Background: an optimization exercise with open tools, aiming at small area. Do not read the settings as production practice. Only simulation tests tie the RTL to the original design; equivalence was not proved. Power figures rest on the tool's default switching activity, not on a simulated workload.

run 1:
// ChrisLinn
module ChrisLinn(clk,rst,k1,k2,k3,k4,k5,k6,k7,hK,lK,out,bugO,yimashuchu);
Size in the first run: about 710 cells after synthesis, about 190 flip-flops, roughly 18 I/O pins, about 6900 µm² of cells after synthesis.
export LEC_CHECK = 0
export CAP_MARGIN = 20
export CORE_MARGIN = 2
export CORE_UTILIZATION = 80
export CTS_BUF_LIST = sky130_fd_sc_hd__clkbuf_8
export SLEW_MARGIN = 20
create_clock -name core_clock -period 10.0 [get_ports {clk}]
run.sh (not shown) runs the stock make flow with config.mk's settings and CLKGATE_MAP_FILE= SYNTH_SCRIPT=/design/flow/synth_recipe.tcl, a recipe that flattens the netlist after the stock synthesis.
The flow did not stop early for run 1: all stages ran, and the layout cleared the timing, DRC and antenna checks.
Input-level comparison between run 2 and run 1:
Settings: a deleted CTS_BUF_LIST that had been sky130_fd_sc_hd__clkbuf_8; a change of CORE_UTILIZATION from 80 to 70.
==> flow/flow/run.sh (new file) <==
#!/bin/bash
# Layout flow: the standard ORFS flow (standard.sh) with three changes:
#  - synthesis maps logic with an area-oriented ABC script (flow/abc.script)
#    and without the half/full-adder extraction step;
#  - ports are buffered with sky130_fd_sc_hd__buf_1;
#  - clock tree synthesis uses clkbuf_8 and no dummy loads.
# Every ORFS step writes its own log under orfs/logs; make's output goes to
# flow_make.log here.
set -euo pipefail
W=$(pwd)
rm -rf "$W/scripts"
cp -r "$FLOW_HOME/scripts" "$W/scripts"
cp "$W/flow/abc.script" "$W/scripts/abc_speed.script"
bash "$W/standard.sh" \
  SCRIPTS_DIR="$W/scripts" \
  ADDER_MAP_FILE= \
  BUFFER_PORTS_ARGS="-buffer_cell sky130_fd_sc_hd__buf_1" \
  CTS_ARGS="-sink_clustering_enable -repair_clock_nets -buf_list sky130_fd_sc_hd__clkbuf_8 -dont_use_dummy_load -sink_buffer_max_cap_derate 1.0" \
  finish > "$W/flow_make.log" 2>&1
==> flow/flow/abc.script (new file) <==
strash
&get -n
&deepsyn -T 60
&put
&get -n
&dch -f
&nf -a
&put
==> flow/standard.sh (new file) <==
#!/bin/bash
# synth_recipe.tcl (not shown) runs the flow's synth.tcl, then flattens the netlist and writes it again
# the make line also repeats each setting of config.mk as NAME=value (left out here)
make -C /OpenROAD-flow-scripts/flow DESIGN_CONFIG=/design/flow/config.mk WORK_HOME=/design/flow/orfs CLKGATE_MAP_FILE= SYNTH_SCRIPT=/design/flow/synth_recipe.tcl "${@:-finish}"
removed: flow/run.sh
--- outcome ---
Run 2 vs run 1 — met2 routing resource usage after global routing dropped 19 points. Between run 1 and run 2, the post-layout worst setup margin is higher for run 2. Run 2: area fraction in and, or, nand and nor cells after synthesis is 0.55 points higher than what run 1 reported. When run 2 is set beside run 1, its initial standard-cell utilization of the core turns out to be 12 points smaller. Summary: with run 1 as the reference, wire length in run 2 moved down by more than a quarter. The number of non-filler instances in the completed layout of run 2 is lower than that of run 1. Going from run 1 to run 2, instance count on the critical path shrinks by 1. Going from run 1 to run 2, global-route usage shrinks by 9.7 points. The total power of run 2 is lower than that of run 1. The final reports for run 2 and run 1 show worst endpoint required time lower in the former. Final cell area: run 2 below run 1.
Input changes introduced in run 3 (baseline for comparison: run 2):
diff --git a/flow/flow/run.sh b/flow/flow/run.sh
--- a/flow/flow/run.sh
+++ b/flow/flow/run.sh
@@ -16,4 +16,4 @@
   ADDER_MAP_FILE= \
   BUFFER_PORTS_ARGS="-buffer_cell sky130_fd_sc_hd__buf_1" \
-  CTS_ARGS="-sink_clustering_enable -repair_clock_nets -buf_list sky130_fd_sc_hd__clkbuf_8 -dont_use_dummy_load -sink_buffer_max_cap_derate 1.0" \
+  CTS_ARGS="-sink_clustering_enable -repair_clock_nets -buf_list sky130_fd_sc_hd__clkbuf_8 -dont_use_dummy_load" \
   finish > "$W/flow_make.log" 2>&1
==> flow/flow/abc.script <==
strash
&get -n
&deepsyn -I 3 -J 200
&put
&get -n
&dch -f
&nf -a -R 1000
&put
strash
&get -n
&deepsyn -I 3 -J 200
&put
&get -n
&dch -f
&nf -a -R 1000
&put
strash
&get -n
&deepsyn -I 3 -J 200
&put
&get -n
&dch -f
&nf -a -R 1000
&put
Notes after the runs:
- Diff run 2 -> run 3: routing usage on met2 now smaller, worst stage delay on the critical path fell 0.21 ns, layout-stage area growth over the synthesis result now larger, sequential power closely matched the old numbers.
- Run 3 vs run 2: data required time at the worst endpoint down
- Internal reg-to-reg setup slack in run 3 is 0.51 ns higher than in run 2
- As far as number of synthesized flops with an enable pin goes, run 2 and run 3 are indistinguishable; the numbers are identical.
- Run 3 finished every stage and its layout cleared the timing, DRC and antenna checks.
- Run 3 vs run 2, final cell count went down by about 1%.
- Fraction of area in registers, run 2 and run 3: larger value in run 3
[inputs] run 4 vs run 3
==> flow/flow/abc.script <==
strash
&get -n
&deepsyn -T 60
&put
&get -n
&dch -f
&nf -a
&put
==> comparison <==
Run 4 reached the end of the flow, and the finished layout is clean on the timing, DRC and antenna checks.
nor3_1 as the standard cell with the maximum stage delay on the critical path was reported by run 3, and a211oi_1 by run 4.
Going from run 3 to run 4, the die area was enlarged.
Per the comparison of run 4 with run 3, cell area has increased; maximum frequency has decreased.
Run 4 falls short of run 3 in via count.
Where static leakage power is concerned, run 3 is outperformed by run 4.
Logic depth of the worst register-to-register path delta for run 4 relative to run 3: 2 lower
Compared with run 3, run 4 shows a global-route usage that is 0.93 points higher.

[re-timing with driven ports]
How much do the figures lean on ideal ports? The routed layouts below were timed once more, with nothing changed but the port constraints.
Step 1 assumes that a clkbuf_16 drives the clock port and a buf_2 every other input.
Step 2 times the ports against the registers' clock, not the clock port: input delays grow and output delays shrink by t, the midpoint of the rising clock arrivals with the driver on.
Three values: ideal ports, drivers, drivers and shift; two values: the first two.
| run | t, ns | slack for setup (ns) | worst setup path at the end | clock arrival spread, ns |
|---|---|---|---|---|
| run 1 | 0.496 | 5.106 / 5.106 / 5.106 | register to register | 0.018 / 0.018 |
| run 2 | 0.470 | 5.523 / 5.523 / 5.523 | register to register | 0.037 / 0.037 |
| run 3 | 0.460 | 5.756 / 5.721 / 6.027 | register to register | 0.036 / 0.036 |
| run 4 | 0.470 | 5.523 / 5.523 / 5.523 | register to register | 0.037 / 0.037 |
After both steps setup and hold are still met in every run listed.
